What follows belongs to an exercise in optimizing a design on an open flow for small area, a short achievable clock period and few clock cycles; a production flow would make more cautious choices. In this exercise RTL edits were held to simulation tests only and were not proved equivalent to the original. Power figures rest on the tool's default switching activity, not on a simulated workload.

==> flow/design.v (outline; a module is shown in full before it is edited, if it fits) <==
// module LASER: 1021 lines
// module LASER_fa: 4 lines
module LASER (
input CLK,
input RST,
input [3:0] X,
input [3:0] Y,
output reg [3:0] C1X,
output reg [3:0] C1Y,
output reg [3:0] C2X,
output reg [3:0] C2Y,
output DONE);
  // ...
==> flow/run.sh <==
#!/bin/bash
# synth_recipe.tcl (not shown) runs the flow's synth.tcl, then flattens the netlist and writes it again
# the make line also repeats each setting of config.mk as NAME=value (left out here)
make -C /OpenROAD-flow-scripts/flow DESIGN_CONFIG=/design/flow/config.mk WORK_HOME=/design/flow/orfs CLKGATE_MAP_FILE= SYNTH_SCRIPT=/design/flow/synth_recipe.tcl finish
==> flow/config.mk <==
export PLATFORM = sky130hd
export DESIGN_NAME = LASER
export DESIGN_NICKNAME = LASER
export VERILOG_FILES = /design/flow/design.v
export SDC_FILE = /design/flow/constraint.sdc
export NUM_CORES = 4
export LEC_CHECK = 0
export CAP_MARGIN = 80
export CORE_MARGIN = 2
export CORE_UTILIZATION = 55
export SLEW_MARGIN = 90
export SYNTH_HIERARCHICAL = 1
==> flow/constraint.sdc <==
create_clock -name core_clock -period 10.0 [get_ports {CLK}]
set_input_delay 2.0000 -clock core_clock [delete_from_list [all_inputs] [get_ports {CLK}]]
set_output_delay 2.0000 -clock core_clock [all_outputs]
set_load 0.01 [all_outputs]
==> reports/metrics.csv, run 1 <==
metric,value,unit
die_w,326,um
grt_start_max_net_pins,22,
synth_top_area_cell,dfxtp_1,
haltStage,global routing,
grt_first_pass_wirelength,550000,um
yosys.cell_count.top_type,dfxtp_1,
grt_usage,73.4,%
syn_nets,6248,
post-cts-setup-buffers,33,
io_pins,27,
ys_ff_latch,948,
globalRoute.totalOverflow,1020,
place_inst,8466,
use_met2,90.4,%
syn_inst,5228,
grt_pass1_vias,70257,
die_h,326,um
use_met1,73.7,%
synthSimpleGateAreaFrac,9.98,%
cts_resized,207,
status,did not finish,
busiest_layer,met2,
synth.top_cells.by_area,"dfxtp_1 33%, fa_1 24%, ha_1 7.1%, nand2_1 3.0%, a22o_1 2.7%",
error,[ERROR GRT-0116] Global routing finished with congestion. Check the congestion regions in the DRC Viewer.,
ys_types,101,
io_buffers,26,
synth_top_family_by_area,adder cells,
Testbench counts, summed over its fixed seeds: cycles 11,430.
==> inputs of run 2 (changes only) <==
--- a/flow/config.mk
+++ b/flow/config.mk
@@ -7,6 +7,6 @@
 export LEC_CHECK = 0
-export CAP_MARGIN = 80
+export CAP_MARGIN = 20
 export CORE_MARGIN = 2
 export CORE_UTILIZATION = 55
-export SLEW_MARGIN = 90
+export SLEW_MARGIN = 20
 export SYNTH_HIERARCHICAL = 1
==> reports/metrics.csv, run 2 <==
metric,value,unit,change
status,"complete, no violations",,
busiest_layer,met2,,
max_stage_delay,0.76,ns,
setup_viol,0,,
die_w,326,um,unchanged
fmax,221,MHz,
internal_power,7.75,mW,
cts_buffer_depth,3,,
wl_per_cell,29.5,um,
combPwrFrac,25.5,%,
cts.sinks,948,,
finalHoldViolations,0,,
grt_start_max_net_pins,106,,
synth-main-ff-cell,dfxtp_1,,
dpl.hpwl,156000,um,
synth_area,56900,um^2,
tns,0,ns,
end_kind,register,,
critPathKind,reg2reg,,
clk_pin_slew,0.06,ns,
final_common_cell,dfxtp_1,,
synth_top_family_by_area,adder cells,,
synth_largest_type_area_fraction,33.4,%,
tritoncts.num_buffers,100,,
syn_nets,6248,,unchanged
power.switching,4.24,mW,
pwr-share-clk,33.6,%,
maxCapViolations,0,,
syn_inst,5228,,unchanged
synth_edf_count,0,,
coreArea,102000,um^2,
drv_slew,0,,
p_seq_share,40.8,%,
arrival,5.16,ns,
vdd_drop_max,269,uV,
cts_tree,done,,
nFillCells,8673,,
crit_chain,inv_1 > ha_1 > and3b_1 > o31ai_1 > a211oi_1 > o41ai_1 > nor2b_1 > o22ai_2 > o41ai_2 > a221o_1 > o21ai_1 > o22ai_1,,
drc_errors,0,,
io_pins,27,,unchanged
grt_usage,36.3,%,
synth-compound-area-share,15.6,%,
synthSimpleGateAreaFrac,9.98,%,unchanged
largest_register,ring,,
drtPass1Iterations,12,,
yosysSeqAreaShare,33.4,%,
cts-root-buf,clkbuf_16,,
crit_slowest_cell,nor2b_1,,
yosysWarnings,13,,
via_per_inst,6.39,,
ys_types,101,,unchanged
yosys.area_share.xor_xnor,2.40,%,
use_met2,55.3,%,
synth_area_per_cell,10.9,um^2,
rsz0062_at_grt,false,,
ant_nets,0,,
drt-initial-drc-count,5454,,
synthMuxAreaShare,2.84,%,
final_net_count,6117,,
crit_fanout,12,,
gp_congestion,1.03,,
synth_common_cells,"948 x dfxtp_1, 688 x fa_1, 453 x nand2_1",,
start_kind,register,,
period_needed,4.53,ns,
holdBufCountCts,0,,
synth_top_area_cell,dfxtp_1,,
io_buffers,26,,unchanged
initial_core_util,55.7,%,
grt_use_met3,8.99,%,
antenna_found_initial,10,,
drive_gt1_share,7.37,%,
cts_resized,0,,-100%
powerDensity,194,nW/um^2,
grt_first_pass_wirelength,282000,um,
synthToLayoutAreaGrowth,8.46,%,
cts_max_level,3,,
p_total,12.0,mW,
fin_crit_sh,45.3,%,
reg.largest.list,"ring x304, tot2 x96, own2 x94",,
power.share.switching,35.4,%,
die_h,326,um,unchanged
p_leak,27.6,nW,
slew_headroom,27.7,%,
synth.top_cells.by_area,"dfxtp_1 33%, fa_1 24%, ha_1 7.1%, nand2_1 3.0%, a22o_1 2.7%",,
finClkSkew,0.0411,ns,
synth_adder_area_share,31.9,%,
layout_common_cells,"946 x dfxtp_1, 688 x fa_1, 452 x nand2_1, 322 x ha_1, 274 x o21ai_0",,
synthArstFlopShare,0,%,
globalRoute.totalOverflow,0,,
yosys.cell_count.top_type,dfxtp_1,,
crit_required,10.63,ns,
num_rows,117,,
grt_pass1_vias,41047,,
hp-class,reg2reg,,
worstMarginPinSlew,1.08,ns,
die_area,106000,um^2,
use_met1,50.3,%,
vias,41888,,
routed_wl,193000,um,
largest_register_ffs,304,,
post-cts-setup-buffers,0,,-100%
clk_latency,0.72,ns,
ys_ff_latch,948,,unchanged
==> run 2: cell counts after synthesis <==
No cell type changed its count.
==> run 2: critical path: cells and delay by family (launching register included) <==
| family | cells | cell delay (ns) |
|---|---|---|
| compound gates | 8 | 2.75 |
| simple gates | 2 | 0.94 |
| flops | 1 | 0.34 |
| fa+ha+maj | 1 | 0.30 |
| buf+inv | 1 | 0.12 |
==> run 2: power groups by stage <==
stage	logic, mW	registers [mW]	clock network [mW]
floorplan	2.25	4.40	0
global placement	2.98	4.93	0
detailed placement	3.00	4.93	0
CTS	3.03	4.85	4.09
global route	3.35	4.91	4.25
finish	3.06	4.90	4.04
==> run 2: worst paths after layout <==
| path | from | end | slack [ns] | cells after the start |
|---|---|---|---|---|
| hold reg to reg | own2[90]$_DFF_P_ | k15[0]$_DFF_P_ | 0.32 | 0 |
| setup reg to reg | qk3[0][1]$_DFF_P_ | cu4[10]$_SDFFE_PP0P_ | 5.47 | 12 |
| setup / recovery | qk3[0][1]$_DFF_P_ | cu4[10]$_SDFFE_PP0P_ | 5.47 | 12 |
| hold / removal | own2[90]$_DFF_P_ | k15[0]$_DFF_P_ | 0.32 | 0 |
==> run 2: per-module statistics from Yosys (local to each module, per instance) <==
module	cell area, um^2	copies in the design	flops+latches
LASER	43300	1	948
LASER_fa	20.0	680	0
==> run 2: routing by layer <==
layer / up-vias / wire length (um)
met4: 4 / 8330
met3: 470 / 18000
met1: 20976 / 81600
met5: - / 21
li1: 18351 / -
met2: 2087 / 85100
==> run 2: stage by stage <==
| step | hold slack (ns) | cells | area (um^2) | worst slack (ns) | util (%) |
|---|---|---|---|---|---|
| final | 0.321 | 6555 | 61700 | 5.47 | 60.4 |
| after global routing | 0.323 | 6550 | 61700 | 5.14 | 60.4 |
| after CTS | 0.320 | 6548 | 61700 | 5.56 | 60.4 |
| after detailed placement | 0.312 | 6363 | 58100 | 5.60 | 56.8 |
| after global placement | 0.311 | 6362 | 58100 | 5.66 | 56.8 |
| after floorplan | 0.310 | 5228 | 56900 | 6.00 | - |
==> run 2: layout make-up <==
cell class	count	area, um^2	share of cell area, %
antenna	7	17.5	0.0284
timing repair buffer	83	686	1.11
sequential	948	19000	30.8
inverter	246	923	1.50
multi-input combinational	3718	35800	58.0
clock buffer	137	2890	4.69
tap	1368	1710	2.77
clock inverter	48	713	1.16
==> run 2: cell families after synthesis <==
logic type / Yosys count
flip-flops: 948
AO/OA/AOI/OAI: 1206
AND/OR/NAND/NOR: 1159
multiplexers: 154
XOR/XNOR: 156
buffers and inverters: 562
adder cells (fa/ha/maj): 1043
==> inputs of run 3 (changes only) <==
--- a/flow/config.mk
+++ b/flow/config.mk
@@ -7,6 +7,6 @@
 export LEC_CHECK = 0
-export CAP_MARGIN = 20
+export CAP_MARGIN = 50
 export CORE_MARGIN = 2
 export CORE_UTILIZATION = 55
-export SLEW_MARGIN = 20
+export SLEW_MARGIN = 70
 export SYNTH_HIERARCHICAL = 1
==> reports/metrics.csv, run 3 <==
metric,value,unit,change
crit_fanout,5,,-7
die_area,106000,um^2,unchanged
drive_gt1_share,12.3,%,+5.0 points
multi_input_area,36500,um^2,+1.9%
synth_area_per_cell,10.9,um^2,unchanged
critPathKind,reg2reg,,
via_per_inst,6.35,,-0.62%
wl_met1,81400,um,-0.30%
io_pins,27,,unchanged
holdBufCountCts,0,,unchanged
wl_per_cell,29.4,um,about the same
hold-worst-slack,0.310,ns,-0.0103 ns
cts_resized,0,,unchanged
largest_register,ring,,
clk_latency,0.69,ns,-0.03 ns
design_area,62900,um^2,+1.9%
fin_crit_sh,43.2,%,-2.1 points
end_kind,register,,
reg.largest.list,"ring x304, tot2 x96, own2 x94",,
status,"complete, no violations",,
synthArstFlopShare,0,%,unchanged
synth_common_cells,"948 x dfxtp_1, 688 x fa_1, 453 x nand2_1",,
nFillCells,8527,,-1.7%
slew_headroom,66.8,%,+39 points
cts-root-buf,clkbuf_16,,
dr.max_layer_used,met5,,
io_buffers,26,,unchanged
syn_inst,5228,,unchanged
dpl.hpwl,157000,um,+0.44%
tritoncts.num_buffers,101,,+1.0%
final_common_cell,dfxtp_1,,
syn_nets,6248,,unchanged
synth-main-ff-cell,dfxtp_1,,
globalRoute.totalOverflow,0,,unchanged
synth.top_cells.by_area,"dfxtp_1 33%, fa_1 24%, ha_1 7.1%, nand2_1 3.0%, a22o_1 2.7%",,
maxCapViolations,0,,unchanged
die_w,326,um,unchanged
fmax,231,MHz,+4.9%
synth_top_area_cell,dfxtp_1,,
cts_buffer_depth,3,,unchanged
arrival,4.92,ns,-0.24 ns
drtPass1Iterations,20,,+8
crit_slowest_cell,fa_1,,
drc_errors,0,,unchanged
yosys.cell_count.top_type,dfxtp_1,,
finClkSkew,0.0300,ns,-0.0111 ns
post_dp_cell_area,59100,um^2,+1.8%
yosysSeqAreaShare,33.4,%,unchanged
routed_wl,194000,um,+0.50%
finalHoldViolations,0,,unchanged
layout.area.seq,19200,um^2,+1.4%
cts_max_level,3,,unchanged
grt_pass1_vias,41270,,+0.54%
coreArea,102000,um^2,unchanged
route.met2.wl,85900,um,+0.96%
setup_viol,0,,unchanged
synth_area,56900,um^2,unchanged
vias,41875,,-0.031%
drt-initial-drc-count,5094,,-6.6%
final_net_count,6150,,+0.54%
antenna_found_initial,11,,+1
vdd_drop_max,220,uV,-18%
synthToLayoutAreaGrowth,10.5,%,
p_total,12.2,mW,+1.3%
powerDensity,193,nW/um^2,-0.59%
crit_required,10.59,ns,-0.04 ns
cts.sinks,948,,unchanged
period_needed,4.32,ns,-0.210 ns
fin_util,61.5,%,+1.1 points
post-cts-setup-buffers,0,,unchanged
num_rows,117,,unchanged
p_leak,27.9,nW,+1.1%
layout_common_cells,"789 x dfxtp_1, 688 x fa_1, 444 x nand2_1, 322 x ha_1, 263 x o21ai_0",,
cts_tree,done,,
grt_usage,36.3,%,+0.043 points
largest_register_ffs,304,,unchanged
drv_slew,0,,unchanged
ys_ff_latch,948,,unchanged
clk_pin_slew,0.07,ns,about the same
dr_wl_met3,18400,um,+2.4%
synth_largest_type_area_fraction,33.4,%,unchanged
tns,0,ns,unchanged
max_stage_delay,0.59,ns,-0.17 ns
yosysWarnings,13,,unchanged
initial_core_util,55.7,%,unchanged
synth_edf_count,0,,unchanged
grt_first_pass_wirelength,283000,um,+0.34%
start_kind,register,,
hp-class,reg2reg,,
ys_types,101,,unchanged
crit_chain,fa_1 > fa_1 > fa_1 > fa_1 > fa_1 > fa_1 > fa_1 > ha_1 > xnor2_1 > xnor2_1,,
worstMarginPinSlew,0.497,ns,-0.581 ns
cpMostUsedCell,fa_1,,
rsz0062_at_grt,false,,
ant_nets,0,,unchanged
gp_congestion,1.03,,unchanged
die_h,326,um,unchanged
grt_start_max_net_pins,68,,-36%
[run 3: worst max-delay path, delay by kind of cell, from the launching register on]
family	cells	cell delay, ns
xor+xnor	2	0.33
fa+ha+maj	8	3.36
flops	1	0.55
[run 3: area by class of cell]
class | instances | area share, %
clock buffers | 135 | 4.46
repair buffers | 115 | 1.58
flip-flops and latches | 948 | 30.6
diodes | 12 | 0.0478
well taps | 1368 | 2.72
clock inverters | 52 | 1.14
multi-input cells | 3718 | 58.0
inverters | 246 | 1.47
[run 3: cells by family after synthesis]
| group | count (synthesis) | synth area share, % |
|---|---|---|
| compound gates | 1206 | 15.6 |
| simple gates | 1159 | 9.98 |
| fa+ha+maj | 1043 | 31.9 |
| flops | 948 | 33.4 |
| buf+inv | 562 | 3.91 |
| xor+xnor | 156 | 2.40 |
| mux | 154 | 2.84 |
[run 3: stage by stage]
stage / worst slack, ns / instances
2_1_floorplan: 6.00 / 5228
3_3_place_gp: 5.66 / 6362
3_5_place_dp: 5.70 / 6391
4_1_cts: 5.69 / 6578
5_1_grt: 5.54 / 6587
6_report: 5.68 / 6594
[run 3: Yosys stat by module, one instance, submodules excluded]
module | flip-flops and latches | copies in the design | cells | area, um^2
LASER | 948 | 1 | 4548 | 43300
LASER_fa | 0 | 680 | 1 | 20.0
[run 3: power by group]
group          switching, mW  internal, mW
sequential             0.788          4.14
clock                   1.64          2.35
combinational           1.92          1.32
total                   4.34          7.81
[run 3: final timing paths]
check | startpoint | end | slack [ns] | cells past startpoint
setup / recovery | pt_qsc[10]$_DFF_P_ | tot2[77]$_DFF_P_ | 5.68 | 10
hold / removal | tot2[92]$_DFF_P_ | k15[8]$_DFF_P_ | 0.31 | 0
setup reg to reg | pt_qsc[10]$_DFF_P_ | tot2[77]$_DFF_P_ | 5.68 | 10
hold reg to reg | tot2[92]$_DFF_P_ | k15[8]$_DFF_P_ | 0.31 | 0
[run 3: layer usage]
metal | vias to the layer above | track usage (%)
met3 | 397 | 9.26
met2 | 2027 | 55.2
met5 | - | 0
met1 | 21016 | 50.1
li1 | 18429 | -
met4 | 6 | 13.9
==> inputs of run 4 (changes only) <==
--- a/flow/config.mk
+++ b/flow/config.mk
@@ -7,6 +7,6 @@
 export LEC_CHECK = 0
-export CAP_MARGIN = 50
+export CAP_MARGIN = 40
 export CORE_MARGIN = 2
 export CORE_UTILIZATION = 55
-export SLEW_MARGIN = 70
+export SLEW_MARGIN = 60
 export SYNTH_HIERARCHICAL = 1
==> reports/metrics.csv, run 4 <==
metric,value,unit,change
status,"complete, no violations",,
via_per_inst,6.38,,+0.41%
synth_edf_count,0,,unchanged
synth_area,56900,um^2,unchanged
synth_area_per_cell,10.9,um^2,unchanged
syn_inst,5228,,unchanged
tritoncts.num_buffers,102,,+0.99%
synth.top_cells.by_area,"dfxtp_1 33%, fa_1 24%, ha_1 7.1%, nand2_1 3.0%, a22o_1 2.7%",,
route.met2.wl,85500,um,-0.53%
largest_register_ffs,304,,unchanged
synth_largest_type_area_fraction,33.4,%,unchanged
globalRoute.totalOverflow,0,,unchanged
nFillCells,8578,,+0.60%
grt_start_max_net_pins,106,,+56%
period_needed,4.28,ns,-0.0447 ns
cts_tree,done,,
io_buffers,26,,unchanged
end_kind,register,,
reg.largest.list,"ring x304, tot2 x96, own2 x94",,
hold-worst-slack,0.318,ns,+0.00812 ns
cts_resized,0,,unchanged
multi_input_area,36100,um^2,-1.1%
routed_wl,194000,um,-0.25%
setup_viol,0,,unchanged
cts-root-buf,clkbuf_16,,
rsz0062_at_grt,false,,
p_total,12.1,mW,about the same
yosysWarnings,13,,unchanged
drv_slew,0,,unchanged
die_area,106000,um^2,unchanged
worstReg2RegEnd,tot2[23]$_DFF_P_,,
drc_errors,0,,unchanged
fin_util,61.0,%,-0.55 points
p_leak,27.7,nW,-0.53%
yosysSeqAreaShare,33.4,%,unchanged
dpl.hpwl,156000,um,-0.24%
fmax,234,MHz,+1.0%
cts_buffer_depth,3,,unchanged
grt_first_pass_wirelength,284000,um,+0.27%
cp-startpoint,pt_qsc[4]$_DFF_P_,,
slew_headroom,58.2,%,-8.6 points
coreArea,102000,um^2,unchanged
ff2ff_setup_slack,5.72,ns,+0.04 ns
io_pins,27,,unchanged
wl_per_cell,29.5,um,about the same
initial_core_util,55.7,%,unchanged
drtPass1Iterations,13,,-35%
synthArstFlopShare,0,%,unchanged
gp_congestion,1.03,,unchanged
crit_fanout,5,,unchanged
synth_common_cells,"948 x dfxtp_1, 688 x fa_1, 453 x nand2_1",,
die_w,326,um,unchanged
vdd_drop_max,200,uV,-9.0%
clk_latency,0.76,ns,+0.07 ns
worstMarginPinSlew,0.625,ns,+0.128 ns
dr_wl_met3,18400,um,-0.50%
ant_nets,0,,unchanged
start_kind,register,,
tns,0,ns,unchanged
vias,41902,,+0.064%
post-cts-setup-buffers,0,,unchanged
layout_common_cells,"869 x dfxtp_1, 688 x fa_1, 444 x nand2_1, 322 x ha_1, 269 x o21ai_0",,
pre_cts_slack,5.75,ns,+0.0547 ns
grt_pass1_vias,41451,,+0.44%
holdBufCountCts,0,,unchanged
finClkSkew,0.0841,ns,+0.0541 ns
cts.sinks,948,,unchanged
dr.max_layer_used,met5,,
grt_usage,36.4,%,+0.066 points
synth_top_area_cell,dfxtp_1,,
drt-initial-drc-count,5233,,+2.7%
ys_types,101,,unchanged
arrival,4.83,ns,-0.09 ns
crit_end,tot2[23]$_DFF_P_,,
critPathKind,reg2reg,,
timing.final.ws_setup,5.72,ns,+0.0447 ns
synth-main-ff-cell,dfxtp_1,,
powerDensity,195,nW/um^2,+0.85%
drive_gt1_share,9.98,%,-2.3 points
clk_pin_slew,0.06,ns,about the same
yosys.cell_count.top_type,dfxtp_1,,
final_common_cell,dfxtp_1,,
fin_crit_sh,42.8,%,-0.45 points
cts_max_level,3,,unchanged
final_net_count,6131,,-0.31%
antenna_found_initial,9,,-2
num_rows,117,,unchanged
ys_ff_latch,948,,unchanged
synthToLayoutAreaGrowth,9.53,%,
finalHoldViolations,0,,unchanged
syn_nets,6248,,unchanged
crit_required,10.55,ns,-0.04 ns
r2r_cells,10,,unchanged
layout.area.seq,19100,um^2,-0.85%
maxCapViolations,0,,unchanged
wl_met1,81100,um,-0.35%
largest_register,ring,,
hp-class,reg2reg,,
r2r-start,pt_qsc[4]$_DFF_P_,,
die_h,326,um,unchanged
-- run 4: critical path, stage by stage, from the launching register on --
cell and delay [ns]:
dfxtp_1 0.53, fa_1 0.51, fa_1 0.52, fa_1 0.43, fa_1 0.43, fa_1 0.43
fa_1 0.39, fa_1 0.39, ha_1 0.23, xnor2_1 0.14, xnor2_1 0.13
-- run 4: final cells by class --
type	count	share of cell area, %
clock inverters	50	1.22
inverters	246	1.48
multi-input cells	3718	57.9
clock buffers	141	4.72
repair buffers	95	1.32
diodes	5	0.0201
well taps	1368	2.75
flip-flops and latches	948	30.6
-- run 4: logic make-up (layout without fill, tap and decap cells) --
family	after synthesis	in the layout	synth area share, %
adder cells (fa/ha/maj)	1043	1043	31.9
multiplexers	154	154	2.84
AND/OR/NAND/NOR	1159	1159	9.98
buffers and inverters	562	532	3.91
XOR/XNOR	156	156	2.40
other	0	5	0
AO/OA/AOI/OAI	1206	1206	15.6
flip-flops	948	948	33.4
-- run 4: metal layers --
| layer | track usage (%) | vias to the layer above |
|---|---|---|
| li1 | - | 18361 |
| met1 | 50.5 | 20966 |
| met2 | 55.4 | 2108 |
| met3 | 8.70 | 461 |
| met4 | 13.7 | 6 |
| met5 | 0 | - |
-- run 4: worst min-delay path by stage --
stage / startpoint / end / slack [ns] / cells after the start
2_1_floorplan: fb$_DFF_P_ / f2$_DFF_P_ / 0.31 / 0
3_3_place_gp: rv2[1]$_SDFF_PN0_ / rvb0[1]$_DFF_P_ / 0.31 / 0
3_5_place_dp: rv0[1]$_SDFF_PN0_ / rvb0[0]$_DFF_P_ / 0.31 / 0
4_1_cts: tot2[91]$_DFF_P_ / k15[7]$_DFF_P_ / 0.32 / 0
5_1_grt: tot2[91]$_DFF_P_ / k15[7]$_DFF_P_ / 0.32 / 0
6_report: tot2[91]$_DFF_P_ / k15[7]$_DFF_P_ / 0.32 / 0
-- run 4: metrics by stage --
stage,instances,instance area (um^2)
6_report,6571,62300
5_1_grt,6566,62300
4_1_cts,6559,62100
3_5_place_dp,6368,58400
3_3_place_gp,6362,58100
2_1_floorplan,5228,56900
-- run 4: per-module statistics from Yosys (local to each module, per instance) --
module	cells inside	area, um^2	times used	flops+latches
LASER	4548	43300	1	948
LASER_fa	1	20.0	680	0
-- run 4: power breakdown --
part           internal, mW  switching [mW]  total (mW)
clock                  2.40            1.68        4.08
sequential             4.13           0.787        4.92
combinational          1.27            1.89        3.15
==> inputs of run 5 (changes only) <==
--- a/flow/config.mk
+++ b/flow/config.mk
@@ -9,3 +9,3 @@
 export CORE_MARGIN = 2
-export CORE_UTILIZATION = 55
+export CORE_UTILIZATION = 62
 export SLEW_MARGIN = 60
==> reports/metrics.csv, run 5 <==
metric,value,unit,change
cts_tree,done,,
io_buffers,26,,unchanged
final_net_count,6122,,-0.15%
yosysSeqAreaShare,33.4,%,unchanged
pre_cts_slack,5.79,ns,+0.0348 ns
critPathKind,reg2reg,,
period_needed,4.22,ns,-0.0568 ns
crit_required,10.55,ns,about the same
clk_latency,0.69,ns,-0.07 ns
maxCapViolations,0,,unchanged
crit_chain,fa_1 > fa_1 > fa_1 > fa_1 > fa_1 > fa_1 > fa_1 > ha_1 > xnor2_1 > xnor2_1,,
layout_common_cells,"876 x dfxtp_1, 688 x fa_1, 443 x nand2_1, 322 x ha_1, 271 x o21ai_0",,
cts_buffer_depth,3,,unchanged
holdBufCountCts,0,,unchanged
cts_max_level,3,,unchanged
synth_area,56900,um^2,unchanged
post_dp_cell_area,58200,um^2,-0.40%
ys_ff_latch,948,,unchanged
largest_register_ffs,304,,unchanged
vdd_drop_max,261,uV,+31%
synth_common_cells,"948 x dfxtp_1, 688 x fa_1, 453 x nand2_1",,
yosysWarnings,13,,unchanged
drive_gt1_share,9.63,%,-0.36 points
grt_pass1_vias,41346,,-0.25%
syn_nets,6248,,unchanged
p_total,11.9,mW,-1.8%
syn_inst,5228,,unchanged
drc_errors,0,,unchanged
grt_usage,39.7,%,+3.3 points
setup_viol,0,,unchanged
routed_wl,187000,um,-3.2%
synth_area_per_cell,10.9,um^2,unchanged
hold-worst-slack,0.304,ns,-0.0140 ns
synth_edf_count,0,,unchanged
globalRoute.totalOverflow,0,,unchanged
synth.top_cells.by_area,"dfxtp_1 33%, fa_1 24%, ha_1 7.1%, nand2_1 3.0%, a22o_1 2.7%",,
design_area,61800,um^2,-0.76%
p_leak,27.7,nW,-0.29%
end_kind,register,,
grt_start_max_net_pins,84,,-21%
drv_slew,0,,unchanged
largest_register,ring,,
arrival,4.77,ns,-0.06 ns
fin_crit_sh,42.2,%,-0.57 points
cts_resized,0,,unchanged
timing.final.ws_setup,5.78,ns,+0.0568 ns
antenna_found_initial,6,,-3
io_pins,27,,unchanged
yosys.cell_count.top_type,dfxtp_1,,
dpl.hpwl,151000,um,-3.5%
tns,0,ns,unchanged
cts.sinks,948,,unchanged
crit_slowest_cell,fa_1,,
clk_pin_slew,0.07,ns,about the same
rsz0062_at_grt,false,,
synthToLayoutAreaGrowth,8.70,%,
drt-initial-drc-count,6051,,+16%
wl_per_cell,29.4,um,-0.25%
reg.largest.list,"ring x304, tot2 x96, own2 x94",,
die_h,307,um,-5.7%
fmax,237,MHz,+1.3%
start_kind,register,,
final_common_cell,dfxtp_1,,
tritoncts.num_buffers,98,,-3.9%
post-cts-setup-buffers,0,,unchanged
num_rows,111,,-5.1%
gp_congestion,1.08,,+4.2%
initial_core_util,62.4,%,+6.7 points
synth-main-ff-cell,dfxtp_1,,
synthArstFlopShare,0,%,unchanged
cpMostUsedCell,fa_1,,
via_per_inst,6.62,,+3.8%
status,"complete, no violations",,
vias,42198,,+0.71%
max_stage_delay,0.57,ns,+0.04 ns
slew_headroom,57.3,%,-0.97 points
ys_types,101,,unchanged
powerDensity,193,nW/um^2,-1.0%
synth_largest_type_area_fraction,33.4,%,unchanged
finClkSkew,0.0319,ns,-0.0522 ns
hp-class,reg2reg,,
finalHoldViolations,0,,unchanged
worstMarginPinSlew,0.640,ns,+0.0145 ns
grt_first_pass_wirelength,273000,um,-3.8%
drtPass1Iterations,17,,+4
synth_top_area_cell,dfxtp_1,,
coreArea,91200,um^2,-11%
die_area,94200,um^2,-11%
die_w,307,um,-5.7%
ant_nets,0,,unchanged
cts-root-buf,clkbuf_16,,
crit_fanout,5,,unchanged
[run 5: cell counts after synthesis]
No cell type changed its count.
[run 5: path summary, 6_finish.rpt]
check | depth (start not counted) | slack (ns) | start | to
worst max-delay path | 10 | 5.78 | pt_qsc[11]$_DFF_P_ | tot2[77]$_DFF_P_
worst min-delay path | 0 | 0.30 | rv3[1]$_SDFF_PN0_ | rvb0[2]$_DFF_P_
worst max register to register | 10 | 5.78 | pt_qsc[11]$_DFF_P_ | tot2[77]$_DFF_P_
worst min register to register | 0 | 0.30 | rv3[1]$_SDFF_PN0_ | rvb0[2]$_DFF_P_
[run 5: worst max-delay path: cells and delay by family (launching register included)]
kind	cells	cell delay, ns
xor gates and xnor gates	2	0.25
adders and majority gates	8	3.32
DFF	1	0.51
[run 5: final cells by class]
type                            count  area (um^2)
Timing Repair Buffer               90          813
Multi-Input combinational cell   3718        36100
Tap cell                         1186         1480
Fill cell                        6969        29400
Inverter                          246          923
Antenna cell                        4         10.0
Clock buffer                      138         2890
Clock inverter                     44          582
Sequential cell                   948        19100
[run 5: Yosys stat by module, one instance, submodules excluded]
module    cells  flops+latches  area (um^2)
LASER      4548            948        43300
LASER_fa      1              0         20.0
[run 5: cell families (layout without fill, tap and decap cells)]
| group | after synthesis | count (layout) | share of synthesized area [%] |
|---|---|---|---|
| compound gates | 1206 | 1206 | 15.6 |
| flops | 948 | 948 | 33.4 |
| mux | 154 | 154 | 2.84 |
| simple gates | 1159 | 1159 | 9.98 |
| xor+xnor | 156 | 156 | 2.40 |
| buf+inv | 562 | 518 | 3.91 |
| fa+ha+maj | 1043 | 1043 | 31.9 |
| other cells | 0 | 4 | 0 |
[run 5: per-stage QoR]
stage	std cells	utilization [%]
CTS	6365	67.6
global route	6370	67.8
global placement	6173	63.4
floorplan	5228	-
detailed placement	6183	63.8
finish	6374	67.8
[run 5: power by group]
part           switching, mW  internal [mW]  leakage (nW)
sequential             0.766           4.13          7.69
combinational           1.87           1.25          18.3
clock                   1.60           2.31          1.70
[run 5: per-layer routing]
layer  track usage (%)  vias to the layer above  wire length (um)
met5             0.879                        -               128
li1                  -                    18355                 -
met4              19.1                        4             10600
met3              10.0                      547             19800
met2              59.9                     2386             81700
met1              53.6                    20906             75100
==> inputs of run 6 (changes only) <==
--- a/flow/config.mk
+++ b/flow/config.mk
@@ -7,6 +7,6 @@
 export LEC_CHECK = 0
-export CAP_MARGIN = 40
+export CAP_MARGIN = 50
 export CORE_MARGIN = 2
 export CORE_UTILIZATION = 62
-export SLEW_MARGIN = 60
+export SLEW_MARGIN = 70
 export SYNTH_HIERARCHICAL = 1
==> reports/metrics.csv, run 6 <==
metric,value,unit,change
tritoncts.num_buffers,97,,-1.0%
synthToLayoutAreaGrowth,9.52,%,
antenna_found_initial,11,,+5
use_met1,53.3,%,-0.28 points
vdd_drop_max,260,uV,-0.52%
vias,42323,,+0.30%
layout_common_cells,"794 x dfxtp_1, 688 x fa_1, 443 x nand2_1, 322 x ha_1, 263 x o21ai_0",,
synthArstFlopShare,0,%,unchanged
busiest_layer,met2,,
globalRoute.totalOverflow,0,,unchanged
p_leak,27.8,nW,+0.35%
tns,0,ns,unchanged
largest_register_ffs,304,,unchanged
holdBufCountCts,0,,unchanged
crit_fanout,5,,unchanged
powerDensity,189,nW/um^2,-2.3%
drtPass1Iterations,17,,unchanged
post-cts-setup-buffers,0,,unchanged
grt_pass1_vias,41729,,+0.93%
final_common_cell,dfxtp_1,,
clk_pin_slew,0.07,ns,about the same
pre_cts_slack,5.80,ns,+0.0101 ns
die_w,307,um,unchanged
ys_ff_latch,948,,unchanged
synth_area_per_cell,10.9,um^2,unchanged
dpl.hpwl,152000,um,+0.60%
ys_types,101,,unchanged
yosysSeqAreaShare,33.4,%,unchanged
drt-initial-drc-count,6150,,+1.6%
cts_max_level,3,,unchanged
drv_slew,0,,unchanged
grt_use_met3,10.7,%,+0.61 points
cts.sinks,948,,unchanged
final_net_count,6146,,+0.39%
timing.final.ws_setup,5.76,ns,-0.0192 ns
synth_largest_type_area_fraction,33.4,%,unchanged
use_met2,60.1,%,+0.19 points
synth_top_area_cell,dfxtp_1,,
syn_inst,5228,,unchanged
largest_register,ring,,
arrival,4.79,ns,+0.02 ns
rsz0062_at_grt,false,,
routed_wl,188000,um,+0.39%
synth-main-ff-cell,dfxtp_1,,
cts_tree,done,,
fin_crit_sh,42.4,%,+0.19 points
cts_resized,0,,unchanged
finClkSkew,0.0196,ns,-0.0123 ns
end_kind,register,,
io_buffers,26,,unchanged
synth_area,56900,um^2,unchanged
cts_buffer_depth,3,,unchanged
drive_gt1_share,11.9,%,+2.3 points
die_h,307,um,unchanged
grt_usage,39.8,%,+0.086 points
maxCapViolations,0,,unchanged
gp_congestion,1.08,,unchanged
critPathKind,reg2reg,,
setup_viol,0,,unchanged
syn_nets,6248,,unchanged
io_pins,27,,unchanged
crit_required,10.55,ns,about the same
coreArea,91200,um^2,unchanged
synth_common_cells,"948 x dfxtp_1, 688 x fa_1, 453 x nand2_1",,
hp-class,reg2reg,,
drc_errors,0,,unchanged
clk_latency,0.68,ns,about the same
slew_headroom,64.5,%,+7.2 points
yosysWarnings,13,,unchanged
status,"complete, no violations",,
fin_util,68.3,%,+0.51 points
start_kind,register,,
synth.top_cells.by_area,"dfxtp_1 33%, fa_1 24%, ha_1 7.1%, nand2_1 3.0%, a22o_1 2.7%",,
finalHoldViolations,0,,unchanged
num_rows,111,,unchanged
wl_per_cell,29.5,um,+0.23%
synth_edf_count,0,,unchanged
fmax,236,MHz,-0.45%
initial_core_util,62.4,%,unchanged
via_per_inst,6.63,,+0.14%
worstMarginPinSlew,0.518,ns,-0.122 ns
die_area,94200,um^2,unchanged
grt_first_pass_wirelength,274000,um,+0.33%
cts-root-buf,clkbuf_16,,
period_needed,4.24,ns,+0.0192 ns
yosys.cell_count.top_type,dfxtp_1,,
grt_start_max_net_pins,77,,-8.3%
ant_nets,0,,unchanged
ff2ff_setup_slack,5.76,ns,-0.02 ns
reg.largest.list,"ring x304, tot2 x96, own2 x94",,
[run 6: changes by cell type in the layout (fill, tap and decap cells not counted), moves of 5 or more]
cell	change
buf_1	+6
buf_2	+7
buf_6	+7
bufinv_16	-6
clkbuf_1	+8
clkbuf_8	-5
dfxtp_1	-82
dfxtp_2	+67
dfxtp_4	+15
nand2b_1	-5
nand2b_2	+5
nor2_4	+7
o21ai_0	-8
o21ai_1	+5
[run 6: worst paths after layout]
kind | cells after the start | endpoint | from
setup / recovery | 10 | tot2[77]$_DFF_P_ | pt_qsc[10]$_DFF_P_
hold / removal | 0 | k15[8]$_DFF_P_ | tot2[92]$_DFF_P_
setup reg to reg | 10 | tot2[77]$_DFF_P_ | pt_qsc[10]$_DFF_P_
hold reg to reg | 0 | k15[8]$_DFF_P_ | tot2[92]$_DFF_P_
[run 6: cells by family after synthesis]
| kind of cell | synth area share [%] |
|---|---|
| xor+xnor | 2.40 |
| buf+inv | 3.91 |
| simple gates | 9.98 |
| fa+ha+maj | 31.9 |
| flops | 33.4 |
| mux | 2.84 |
| compound gates | 15.6 |
[run 6: cell type report]
| class | count | area (um^2) |
|---|---|---|
| Clock inverter | 30 | 328 |
| Inverter | 246 | 925 |
| Tap cell | 1186 | 1480 |
| Multi-Input combinational cell | 3718 | 36500 |
| Fill cell | 7022 | 28900 |
| Timing Repair Buffer | 115 | 1070 |
| Antenna cell | 1 | 2.50 |
| Clock buffer | 140 | 2820 |
| Sequential cell | 948 | 19200 |
[run 6: stage by stage]
step / hold slack (ns) / instance area, um^2 / power [mW] / instances
global route: 0.323 / 62300 / 12.2 / 6383
CTS: 0.324 / 62000 / 11.6 / 6378
floorplan: 0.310 / 56900 / 6.65 / 5228
finish: 0.322 / 62300 / 11.8 / 6384
detailed placement: 0.312 / 58800 / 8.03 / 6208
global placement: 0.310 / 57800 / 7.81 / 6173
[run 6: worst max-delay path, stage by stage (launching register included)]
cell and delay (ns):
dfxtp_1 0.52, fa_1 0.50, fa_1 0.57, fa_1 0.44
fa_1 0.39, fa_1 0.40, fa_1 0.41, fa_1 0.40
ha_1 0.23, xnor2_1 0.13, xnor2_1 0.13
[run 6: modules after synthesis, one instance, submodules excluded]
| module | area (um^2) | copies in the design |
|---|---|---|
| LASER_fa | 20.0 | 680 |
| LASER | 43300 | 1 |
[run 6: metal layers]
| layer | share of wire [%] | vias up |
|---|---|---|
| li1 | - | 18381 |
| met1 | 40 | 20941 |
| met2 | 43 | 2422 |
| met3 | 11 | 573 |
| met4 | 6.1 | 6 |
| met5 | 0.022 | - |
[run 6: power breakdown]
group	switching, mW	internal [mW]	total (mW)
clock	1.54	2.09	3.63
sequential	0.753	4.14	4.89
combinational	1.92	1.31	3.23
total	4.21	7.54	11.8

[separate check: timing with driven ports]
How much do the figures lean on ideal ports? The routed layouts below were timed once more, with nothing changed but the port constraints.
Step 1: set_driving_cell puts a clkbuf_16 on CLK and a buf_2 on each other input, an assumption about the parent block.
Step 2, shift: input delay + t, output delay - t, t = (earliest + latest rising clock arrival at the registers) / 2. This alone moves slack from input paths to output paths.
a / b / c = no drivers / after step 1 / after step 2; a / b = the first two.
run	shift t [ns]	setup WS [ns]	worst data-port slew with drivers (ns)
run 2	0.777	5.466 / 5.466 / 5.466	0.03
run 3	0.747	5.676 / 5.676 / 5.676	0.03
run 4	0.789	5.720 / 5.720 / 5.720	0.03
run 5	0.743	5.777 / 5.777 / 5.777	0.03
run 6	0.746	5.758 / 5.758 / 5.758	0.04
After both steps every run listed still meets setup and hold.
